Background: an optimization exercise with open tools, aiming at a short achievable clock period and few clock cycles. Do not read the settings as production practice.
Where RTL was checked, it was by simulation tests only, not by an equivalence proof against the original.
No activity file was given, so power comes from the tool's default toggle rates.

Setup of lane 1:
==> flow/design.v (excerpt) <==
module top (
    input  wire        clk,
    input  wire        rst,
    output wire [31:0] imem_addr,
    input  wire [31:0] imem_rdata,
    output wire [31:0] dmem_addr,
    output wire [31:0] dmem_wdata,
    output wire [3:0]  dmem_wmask,
    output wire        dmem_wen,
    input  wire [31:0] dmem_rdata
);
Size: ~7400 cells after synthesis, about 100000 um^2 of cells after synthesis.
clock: 13.0 ns
lec_check: 0
cap_margin: 20
core_margin: 2
core_utilization: 40
place_density: 0.6
slew_margin: 20
standard.sh (not shown) runs the stock make flow with config.mk's settings and CLKGATE_MAP_FILE= SYNTH_SCRIPT=/design/flow/synth_recipe.tcl, a recipe that flattens the netlist after the stock synthesis.
==> flow/flow/run.sh <==
#!/bin/bash
# Standard ORFS layout (the standard.sh) with synthesis mapped for speed,
# timing repair aimed at a tighter internal target, and ports buffered with
# plain buffers (buf_4) rather than the default delay-cell buffers.
# The SDC is unchanged.
bash standard.sh finish ABC_CLOCK_PERIOD_IN_PS=3500 SETUP_SLACK_MARGIN=9.5 \
  "BUFFER_PORTS_ARGS=-buffer_cell sky130_fd_sc_hd__buf_4" > standard.log 2>&1
Testbench counts of lane 1, summed over its fixed seeds: cycles 49,440.
## Diff of input files: lane 2 against lane 1
--- a/flow/design.v
+++ b/flow/design.v
@@ -9,13 +9,13 @@
     output wire        dmem_wen,
     input  wire [31:0] dmem_rdata
 );
     reg  [31:2] pco;
     reg  [31:0] pcn;
     wire [31:0] pc_f = ~pcn;
-    localparam IB = 3;
+    localparam IB = 4;
     localparam NB = 1 << IB;
     reg             bv   [0:NB-1];
     reg  [29-IB:0]  btag [0:NB-1];
     reg  [29:0]     btgt [0:NB-1];
     reg  [1:0]      bctr [0:NB-1];
     reg         hit_d, pf_d;
Notes after the runs:
- Diff lane 2 and lane 1: sequential fraction of total cell area higher in lane 2
- Lane 2 vs lane 1: routed length on met3 up by more than a quarter
- As of lane 2, routability-driven placement congestion ratio had risen slightly compared to lane 1.
- In the metrics for lane 2 and lane 1, the one carrying the higher cell count is lane 2.
- Wire length of the first global-routing pass sits higher in lane 2 than in lane 1.
- Diff lane 1 -> lane 2 | clock network fraction of total power | increase of 0.9 points
- On least setup slack across all paths after layout: lane 2 sits below lane 1.
- [lane 2] count of plain and timing-repair buffers in the layout fell 3.3% relative to lane 1
- Delta(placed instance area, lane 2 - lane 1) > 0
Testbench counts of lane 2, summed over its fixed seeds: cycles 49,185.

Another version of the RTL of top (not shown whole).
Size in the first run: about 7,100 cells after synthesis, ~2,100 flip-flops.
## top
module top (
    input  wire        clk,
    input  wire        rst,
    output wire [31:0] imem_addr,
    input  wire [31:0] imem_rdata,
    output wire [31:0] dmem_addr,
    output wire [31:0] dmem_wdata,
    output wire [3:0]  dmem_wmask,
    output wire        dmem_wen,
    input  wire [31:0] dmem_rdata
);
clock: 13.0 ns
lec_check: 0
cap_margin: 20
core_margin: 2
core_utilization: 40
place_density: 0.6
slew_margin: 20
==> flow/flow/run.sh <==
#!/bin/bash
# Standard ORFS layout (the standard.sh) with synthesis mapped for speed
# and timing repair aimed at a tighter internal target. The SDC is unchanged.
bash standard.sh finish ABC_CLOCK_PERIOD_IN_PS=3500 SETUP_SLACK_MARGIN=9 > standard.log 2>&1
Then changed:
--- a/flow/design.v
+++ b/flow/design.v
@@ -26,13 +26,13 @@
     reg  [31:0] pc_m, bt_m;
     reg         v_d;
     reg  [31:0] ir_d;
     reg  [31:0] pc_d;
     reg         v_e;
     reg  [31:0] a_e, b_e, sd_e, link_e, alt_e;
-    reg         we_e, ld_e, st_e, br_e, jalr_e, link_sel_e, pred_e, auipc_e, jf_e;
+    reg         we_e, ld_e, st_e, br_e, jalr_e, link_sel_e, pred_e;
     reg  [4:0]  rd_e;
     reg  [2:0]  f3_e;
     reg         sub_e, s_add_e, s_slt_e, s_sltu_e, s_xor_e, s_or_e, s_and_e, s_sll_e, s_srl_e, sra_e;
     reg         v_m;
     reg  [31:0] res_m, sd_m;
     reg  [3:0]  mask_m;
@@ -86,13 +86,13 @@
         ({32{s_sll_e}}  & sll) |
         ({32{s_srl_e}}  & srl) |
         ({32{link_sel_e}} & link_e);
     wire [31:0] res_e = s_add_e ? sum : res_o;
     wire        cond    = f3_e[2] ? (f3_e[1] ? ltu : lt) : eq;
     wire        taken   = cond ^ f3_e[0];
-    wire        mis_e   = v_e & ((br_e & (taken != pred_e)) | (jalr_e & ~jf_e));
+    wire        mis_e   = v_e & ((br_e & (taken != pred_e)) | jalr_e);
     wire [31:0] tgt_e   = jalr_e ? {sum[31:1], 1'b0} : alt_e;
     wire [1:0]  ea = sum[1:0];
     wire [3:0]  mask_e = f3_e[1] ? 4'b1111 :
                          f3_e[0] ? (ea[1] ? 4'b1100 : 4'b0011) :
                          (4'b0001 << ea);
     wire [31:0] sdata_e = f3_e[1] ? sd : f3_e[0] ? {2{sd[15:0]}} : {4{sd[7:0]}};
@@ -133,24 +133,18 @@
     wire fb_d = (d_op | d_br) & v_e & we_e & (rd_e == rs2);
     wire fs_d = d_st & v_e & we_e & (rd_e == rs2);
     wire hz1 = use1 && we_e && rd_e == rs1;
     wire hz2 = use2 && we_e && rd_e == rs2;
     wire stall = v_d && v_e && ld_e && (hz1 || hz2);
     wire [31:0] pc4_d  = pc_d + 32'd4;
-    wire [31:0] bj_d   = pc_d + imm_j;
-    wire [31:0] bb_d   = pc_d + imm_b;
-    wire [31:0] bt_d   = d_jal ? bj_d : bb_d;
+    wire [31:0] bt_d   = pc_d + (d_jal ? imm_j : imm_b);
     wire        ctl_d  = d_br | d_jal;
     wire        stat_d = d_jal | (d_br & ir_d[31]);
     wire        pred_d = ctl_d & (hit_d ? pf_d : stat_d);
-    wire        jf_d   = d_jalr & v_e & auipc_e & (rd_e == rs1) & (rs1 != 5'd0);
-    wire [31:0] jx_d   = a_e ^ b_e ^ imm_i;
-    wire [31:0] jc_d   = (a_e & b_e) | (a_e & imm_i) | (b_e & imm_i);
-    wire [31:0] jt_d   = jx_d + {jc_d[30:0], 1'b0};
-    wire        red_d  = v_d & (jf_d | (hit_d ? (pf_d & ~ctl_d) : stat_d));
-    wire [31:0] rt_d   = jf_d ? {jt_d[31:1], 1'b0} : hit_d ? pc4_d : bt_d;
+    wire        red_d  = v_d & (hit_d ? (pf_d & ~ctl_d) : stat_d);
+    wire [31:0] rt_d   = hit_d ? pc4_d : bt_d;
     wire arith  = d_op | d_opi;
     wire fsub   = d_op & ir_d[30] & (f3 == 3'b000);
     assign imem_addr = pc_f;
     wire [31:0] pc4_f = pc_f + 32'd4;
     reg  [NB-1:0] ioh_f;
     reg  [NB-1:0] ehit;
@@ -247,14 +241,12 @@
             alt_e  <= pred_d ? pc4_d : bt_d;
             we_e   <= d_we;
             ld_e   <= d_ld;
             st_e   <= d_st;
             br_e   <= d_br;
             jalr_e <= d_jalr;
-            jf_e   <= jf_d;
-            auipc_e <= d_auipc;
             pred_e <= pred_d;
             hit_e  <= hit_d;
             ctr_e  <= ctr_d;
             jal_e  <= d_jal;
             pc_e   <= pc_d;
             bt_e   <= bt_d;
What happened: First-iteration DRC count goes down by 12%. Cell area goes down by 2.2%. Worst hold slack improves by 0.0064 ns. Routed wire length goes down by 3.9%. Non-clock buffer count goes down by 38. Via count goes down by 4.6%. Setup slack improves by 0.033 ns. Cell count goes down by 4.4%. Total power goes down by 2.9%. Fmax goes up by 0.80%. Area after synthesis goes down by 2.5%. Synthesized cell count goes down by 4.7%.
Testbench counts after the change, summed over its fixed seeds: cycles 49,807.
Only the layout flow was run in the first run of this note; the RTL was not checked for function there.

run a:
The RTL this note starts from:
==> flow/design.v <==
module top (
    input  wire        clk,
    input  wire        rst,
    output wire [31:0] imem_addr,
    input  wire [31:0] imem_rdata,
    output wire [31:0] dmem_addr,
    output wire [31:0] dmem_wdata,
    output wire [3:0]  dmem_wmask,
    output wire        dmem_wen,
    input  wire [31:0] dmem_rdata
);
    reg  [31:0] pc_f;
    localparam IB = 3;
    localparam NB = 1 << IB;
    reg             bv   [0:NB-1];
    reg  [29-IB:0]  btag [0:NB-1];
    reg  [29:0]     btgt [0:NB-1];
    reg  [1:0]      bctr [0:NB-1];
    reg         hit_d, pf_d;
    reg  [1:0]  ctr_d;
    reg         hit_e, jal_e;
    reg  [1:0]  ctr_e;
    reg  [31:0] pc_e, bt_e;
    reg         upd_m, hit_m, tk_m;
    reg  [1:0]  ctr_m;
    reg  [31:0] pc_m, bt_m;
    reg         v_d;
    reg  [31:0] ir_d;
    reg  [31:0] pc_d;
    reg         v_e;
    reg  [31:0] a_e, b_e, sd_e, link_e, alt_e;
    reg         we_e, ld_e, st_e, br_e, jalr_e, link_sel_e, pred_e;
    reg  [4:0]  rd_e;
    reg  [2:0]  f3_e;
    reg         sub_e, s_add_e, s_slt_e, s_sltu_e, s_xor_e, s_or_e, s_and_e, s_sll_e, s_srl_e, sra_e;
    reg         v_m;
    reg  [31:0] res_m, sd_m;
    reg  [3:0]  mask_m;
    reg         we_m, ld_m, swen_m;
    reg  [4:0]  rd_m;
    reg  [2:0]  f3_m;
    reg  [31:0] rf [0:31];
    wire [31:0] mw = dmem_rdata;
    wire [1:0]  ma = res_m[1:0];
    wire [7:0]  lbyte = ma[1] ? (ma[0] ? mw[31:24] : mw[23:16]) : (ma[0] ? mw[15:8] : mw[7:0]);
    wire [15:0] lhalf = ma[1] ? mw[31:16] : mw[15:0];
    reg  [31:0] ldata;
    always @(*) begin
        case (f3_m[1:0])
            2'b00:   ldata = {{24{lbyte[7] & ~f3_m[2]}}, lbyte};
            2'b01:   ldata = {{16{lhalf[15] & ~f3_m[2]}}, lhalf};
            default: ldata = mw;
        endcase
    end
    wire [31:0] wb_m  = ld_m ? ldata : res_m;
    wire        wen_m = v_m & we_m;
    assign dmem_addr  = res_m;
    assign dmem_wdata = sd_m;
    assign dmem_wmask = mask_m;
    assign dmem_wen   = swen_m;
    always @(posedge clk) begin
        if (wen_m) rf[rd_m] <= wb_m;
    end
    wire [31:0] a  = a_e;
    wire [31:0] b  = b_e;
    wire [31:0] sd = sd_e;
    wire [31:0] sum  = sub_e ? a - b : a + b;
    wire        eq   = a == b;
    wire        ltu  = a < b;
    wire        lt   = $signed(a) < $signed(b);
    wire [31:0] sll  = a << b[4:0];
    wire [31:0] srl  = sra_e ? $unsigned($signed(a) >>> b[4:0]) : a >> b[4:0];
    wire [31:0] res_e =
        ({32{s_add_e}}  & sum) |
        ({32{s_slt_e}}  & {31'b0, lt}) |
        ({32{s_sltu_e}} & {31'b0, ltu}) |
        ({32{s_xor_e}}  & (a ^ b)) |
        ({32{s_or_e}}   & (a | b)) |
        ({32{s_and_e}}  & (a & b)) |
        ({32{s_sll_e}}  & sll) |
        ({32{s_srl_e}}  & srl) |
        ({32{link_sel_e}} & link_e);
    wire        cond    = f3_e[2] ? (f3_e[1] ? ltu : lt) : eq;
    wire        taken   = cond ^ f3_e[0];
    wire        mis_e   = v_e & ((br_e & (taken != pred_e)) | jalr_e);
    wire [31:0] tgt_e   = jalr_e ? {sum[31:1], 1'b0} : alt_e;
    wire [1:0]  ea = sum[1:0];
    wire [3:0]  mask_e = f3_e[1] ? 4'b1111 :
                         f3_e[0] ? (ea[1] ? 4'b1100 : 4'b0011) :
                         (4'b0001 << ea);
    wire [31:0] sdata_e = f3_e[1] ? sd : f3_e[0] ? {2{sd[15:0]}} : {4{sd[7:0]}};
    wire [4:0] op  = ir_d[6:2];
    wire [2:0] f3  = ir_d[14:12];
    wire [4:0] rd  = ir_d[11:7];
    wire [4:0] rs1 = ir_d[19:15];
    wire [4:0] rs2 = ir_d[24:20];
    wire d_ctl   = op[4];                        
    wire d_jal   = op[4] & op[1];
    wire d_jalr  = op[4] & ~op[1] & op[0];
    wire d_br    = op[4] & ~op[0];
    wire d_ld    = ~op[4] & ~op[2] & ~op[3];
    wire d_st    = ~op[4] & ~op[2] & op[3];
    wire d_upper = ~op[4] & op[2] & op[0];       
    wire d_lui   = d_upper & op[3];
    wire d_auipc = d_upper & ~op[3];
    wire d_opi   = ~op[4] & op[2] & ~op[0] & ~op[3];
    wire d_op    = ~op[4] & op[2] & ~op[0] & op[3];
    wire use1 = ~d_upper & ~d_jal;
    wire use2 = d_br | d_st | d_op;
    wire d_we = ~d_br & ~d_st & (rd != 5'd0);
    wire [31:0] imm_i = {{20{ir_d[31]}}, ir_d[31:20]};
    wire [31:0] imm_s = {{20{ir_d[31]}}, ir_d[31:25], ir_d[11:7]};
    wire [31:0] imm_b = {{19{ir_d[31]}}, ir_d[31], ir_d[7], ir_d[30:25], ir_d[11:8], 1'b0};
    wire [31:0] imm_u = {ir_d[31:12], 12'b0};
    wire [31:0] imm_j = {{11{ir_d[31]}}, ir_d[31], ir_d[19:12], ir_d[20], ir_d[30:21], 1'b0};
    wire [31:0] imm   = d_st ? imm_s : d_upper ? imm_u : imm_i;
    wire [31:0] r1 = (rs1 == 5'd0) ? 32'd0 : (wen_m && rd_m == rs1) ? wb_m : rf[rs1];
    wire [31:0] r2 = (rs2 == 5'd0) ? 32'd0 : (wen_m && rd_m == rs2) ? wb_m : rf[rs2];
    wire fa_d = use1 & v_e & we_e & (rd_e == rs1);
    wire fb_d = (d_op | d_br) & v_e & we_e & (rd_e == rs2);
    wire fs_d = d_st & v_e & we_e & (rd_e == rs2);
    wire hz1 = use1 && we_e && rd_e == rs1;
    wire hz2 = use2 && we_e && rd_e == rs2;
    wire stall = v_d && v_e && ld_e && (hz1 || hz2);
    wire [31:0] pc4_d  = pc_d + 32'd4;
    wire [31:0] bt_d   = pc_d + (d_jal ? imm_j : imm_b);
    wire        ctl_d  = d_br | d_jal;
    wire        stat_d = d_jal | (d_br & ir_d[31]);
    wire        pred_d = ctl_d & (hit_d ? pf_d : stat_d);
    wire        red_d  = v_d & (hit_d ? (pf_d & ~ctl_d) : stat_d);
    wire [31:0] rt_d   = hit_d ? pc4_d : bt_d;
    wire arith  = d_op | d_opi;
    wire fsub   = d_op & ir_d[30] & (f3 == 3'b000);
    assign imem_addr = pc_f;
    wire [31:0] pc4_f = pc_f + 32'd4;
    wire [IB-1:0] idx_f = pc_f[IB+1:2];
    wire        hit_f = bv[idx_f] && btag[idx_f] == pc_f[31:IB+2];
    wire [1:0]  ctr_f = bctr[idx_f];
    wire        pt_f  = hit_f & ctr_f[1];
    wire [31:0] npc_f = pt_f ? {btgt[idx_f], 2'b00} : pc4_f;
    wire [1:0]  ctr_up = tk_m ? (ctr_m == 2'b11 ? 2'b11 : ctr_m + 2'b01)
                              : (ctr_m == 2'b00 ? 2'b00 : ctr_m - 2'b01);
    integer bi;
    always @(posedge clk) begin
        if (rst) begin
            for (bi = 0; bi < NB; bi = bi + 1) bv[bi] <= 1'b0;
        end else if (v_m && upd_m && (tk_m || hit_m)) begin
            bv[pc_m[IB+1:2]] <= 1'b1;
        end
    end
    always @(posedge clk) begin
        if (v_m && upd_m && (tk_m || hit_m)) begin
            btag[pc_m[IB+1:2]] <= pc_m[31:IB+2];
            btgt[pc_m[IB+1:2]] <= bt_m[31:2];
            bctr[pc_m[IB+1:2]] <= hit_m ? ctr_up : 2'b10;
        end
    end
    always @(posedge clk) begin
        if (rst) begin
            pc_f  <= 32'h80000000;
            v_d   <= 1'b0;
            v_e   <= 1'b0;
            v_m   <= 1'b0;
            swen_m <= 1'b0;
        end else begin
            v_m   <= v_e;
            swen_m <= v_e & st_e;
            if (mis_e) begin
                pc_f <= tgt_e;
                v_d  <= 1'b0;
                v_e  <= 1'b0;
            end else if (stall) begin
                v_e  <= 1'b0;
            end else begin
                v_e  <= v_d;
                if (red_d) begin
                    pc_f <= rt_d;
                    v_d  <= 1'b0;
                end else begin
                    pc_f <= npc_f;
                    v_d  <= 1'b1;
                end
            end
        end
    end
    always @(posedge clk) begin
        if (!stall || mis_e) begin
            ir_d <= imem_rdata;
            pc_d <= pc_f;
            hit_d <= hit_f;
            pf_d  <= pt_f;
            ctr_d <= ctr_f;
        end
        if (!stall) begin
            a_e    <= fa_d ? res_e : (d_auipc ? pc_d : d_lui ? 32'd0 : r1);
            b_e    <= fb_d ? res_e : ((d_op | d_br) ? r2 : imm);
            sd_e   <= fs_d ? res_e : r2;
            link_e <= pc4_d;
            alt_e  <= pred_d ? pc4_d : bt_d;
            we_e   <= d_we;
            ld_e   <= d_ld;
            st_e   <= d_st;
            br_e   <= d_br;
            jalr_e <= d_jalr;
            pred_e <= pred_d;
            hit_e  <= hit_d;
            ctr_e  <= ctr_d;
            jal_e  <= d_jal;
            pc_e   <= pc_d;
            bt_e   <= bt_d;
            link_sel_e <= d_jal | d_jalr;
            rd_e   <= rd;
            f3_e   <= f3;
            sub_e    <= fsub;
            s_add_e  <= d_ld | d_st | d_upper | (arith & f3 == 3'b000);
            s_slt_e  <= arith & f3 == 3'b010;
            s_sltu_e <= arith & f3 == 3'b011;
            s_xor_e  <= arith & f3 == 3'b100;
            s_or_e   <= arith & f3 == 3'b110;
            s_and_e  <= arith & f3 == 3'b111;
            s_sll_e  <= arith & f3 == 3'b001;
            s_srl_e  <= arith & f3 == 3'b101;
            sra_e    <= ir_d[30];
        end
        res_m  <= res_e;
        sd_m   <= sdata_e;
        mask_m <= mask_e;
        we_m   <= we_e;
        ld_m   <= ld_e;
        rd_m   <= rd_e;
        f3_m   <= f3_e;
        upd_m  <= br_e | jal_e;
        tk_m   <= jal_e | taken;
        hit_m  <= hit_e;
        ctr_m  <= ctr_e;
        pc_m   <= pc_e;
        bt_m   <= bt_e;
    end
endmodule
clock: 13.0 ns
lec_check: 0
cap_margin: 20
core_margin: 2
core_utilization: 40
place_density: 0.6
slew_margin: 20
Scripts as last shown in full above: flow/flow/run.sh
--- input diff run a..run b ---
--- a/flow/design.v
+++ b/flow/design.v
@@ -69,18 +69,18 @@
     wire        ltu  = a < b;
     wire        lt   = $signed(a) < $signed(b);
     wire [31:0] sll  = a << b[4:0];
     wire [31:0] srl  = sra_e ? $unsigned($signed(a) >>> b[4:0]) : a >> b[4:0];
-    wire [31:0] res_e =
-        ({32{s_add_e}}  & sum) |
+    wire [31:0] res_o =
         ({32{s_slt_e}}  & {31'b0, lt}) |
         ({32{s_sltu_e}} & {31'b0, ltu}) |
         ({32{s_xor_e}}  & (a ^ b)) |
         ({32{s_or_e}}   & (a | b)) |
         ({32{s_and_e}}  & (a & b)) |
         ({32{s_sll_e}}  & sll) |
         ({32{s_srl_e}}  & srl) |
         ({32{link_sel_e}} & link_e);
+    wire [31:0] res_e = s_add_e ? sum : res_o;
     wire        cond    = f3_e[2] ? (f3_e[1] ? ltu : lt) : eq;
     wire        taken   = cond ^ f3_e[0];
     wire        mis_e   = v_e & ((br_e & (taken != pred_e)) | jalr_e);
     wire [31:0] tgt_e   = jalr_e ? {sum[31:1], 1'b0} : alt_e;
@@ -113,10 +113,14 @@
     wire [31:0] imm_b = {{19{ir_d[31]}}, ir_d[31], ir_d[7], ir_d[30:25], ir_d[11:8], 1'b0};
     wire [31:0] imm_u = {ir_d[31:12], 12'b0};
     wire [31:0] imm_j = {{11{ir_d[31]}}, ir_d[31], ir_d[19:12], ir_d[20], ir_d[30:21], 1'b0};
     wire [31:0] imm   = d_st ? imm_s : d_upper ? imm_u : imm_i;
-    wire [31:0] r1 = (rs1 == 5'd0) ? 32'd0 : (wen_m && rd_m == rs1) ? wb_m : rf[rs1];
-    wire [31:0] r2 = (rs2 == 5'd0) ? 32'd0 : (wen_m && rd_m == rs2) ? wb_m : rf[rs2];
+    wire        bm1 = wen_m && rd_m == rs1 && rs1 != 5'd0;
+    wire        bm2 = wen_m && rd_m == rs2 && rs2 != 5'd0;
+    wire [31:0] r1 = (rs1 == 5'd0) ? 32'd0 : bm1 ? res_m : rf[rs1];
+    wire [31:0] r2 = (rs2 == 5'd0) ? 32'd0 : bm2 ? res_m : rf[rs2];
+    wire        bl1 = bm1 & ld_m;
+    wire        bl2 = bm2 & ld_m;
     wire fa_d = use1 & v_e & we_e & (rd_e == rs1);
     wire fb_d = (d_op | d_br) & v_e & we_e & (rd_e == rs2);
     wire fs_d = d_st & v_e & we_e & (rd_e == rs2);
     wire hz1 = use1 && we_e && rd_e == rs1;
@@ -183,19 +187,25 @@
             end
         end
     end
     always @(posedge clk) begin
-        if (!stall || mis_e) begin
+        if (!stall) begin
             ir_d <= imem_rdata;
             pc_d <= pc_f;
             hit_d <= hit_f;
             pf_d  <= pt_f;
             ctr_d <= ctr_f;
         end
-        if (!stall) begin
-            a_e    <= fa_d ? res_e : (d_auipc ? pc_d : d_lui ? 32'd0 : r1);
-            b_e    <= fb_d ? res_e : ((d_op | d_br) ? r2 : imm);
-            sd_e   <= fs_d ? res_e : r2;
+        begin
+            a_e    <= ({32{fa_d & s_add_e}} & sum) | ({32{fa_d & ~s_add_e}} & res_o) |
+                      ({32{~fa_d & ~d_upper & bl1}} & ldata) |
+                      ({32{~fa_d & ~(~d_upper & bl1)}} & (d_auipc ? pc_d : d_lui ? 32'd0 : r1));
+            b_e    <= ({32{fb_d & s_add_e}} & sum) | ({32{fb_d & ~s_add_e}} & res_o) |
+                      ({32{~fb_d & (d_op | d_br) & bl2}} & ldata) |
+                      ({32{~fb_d & ~((d_op | d_br) & bl2)}} & ((d_op | d_br) ? r2 : imm));
+            sd_e   <= ({32{fs_d & s_add_e}} & sum) | ({32{fs_d & ~s_add_e}} & res_o) |
+                      ({32{~fs_d & bl2}} & ldata) |
+                      ({32{~fs_d & ~bl2}} & r2);
             link_e <= pc4_d;
             alt_e  <= pred_d ? pc4_d : bt_d;
             we_e   <= d_we;
             ld_e   <= d_ld;
## What came out
Any difference in number of cells in the finished layout apart from fillers between run b and run a is small enough to ignore.
Per the comparison of run b with run a, design area shows a reduction of 0.0040 mm²; count of routing violations after the opening detailed-route iteration shows a reduction of 225; count of inserted tapcells shows a reduction of 17; share of cell area taken by multi-input logic gates shows an increase of 1.0 points; final HPWL from detailed placement shows an increase of 9000 µm.
Run a leaves less setup margin than run b.
No run of this note included a check of the RTL's function; only the layout flow was run.

[port drivers added, routing unchanged]
How much do the figures lean on ideal ports? The routed layouts below were timed once more, with nothing changed but the port constraints. Step 1 sets driving cells, clkbuf_16 on the clock port and buf_2 on the other inputs (assumed; they add their load-dependent delay and slew). Step 2, shift: input delay + t, output delay - t, t = (earliest + latest rising clock arrival at the registers) / 2. This alone moves slack from input paths to output paths. a / b / c = ideal / step 1 / step 2; a / b = the first two.
| run | t, ns | setup WS [ns] | worst setup path after step 2 |
|---|---|---|---|
| lane 1 | 0.983 | 8.978 / 8.887 / 8.386 | input to register |
| lane 2 | 0.993 | 8.610 / 8.610 / 8.168 | input to register |
| the first run of note 2 | 0.953 | 8.802 / 8.802 / 8.063 | input to register |
| the second run of note 2 | 0.944 | 8.835 / 8.809 / 8.107 | input to register |
| run a | 0.949 | 8.749 / 8.749 / 7.888 | input to register |
| run b | 0.972 | 8.961 / 8.851 / 8.076 | input to register |
After both steps every run listed still meets setup and hold. The setup slack of run b, which loses most, moves by -0.110 ns with the drivers and by -0.885 ns with both steps.
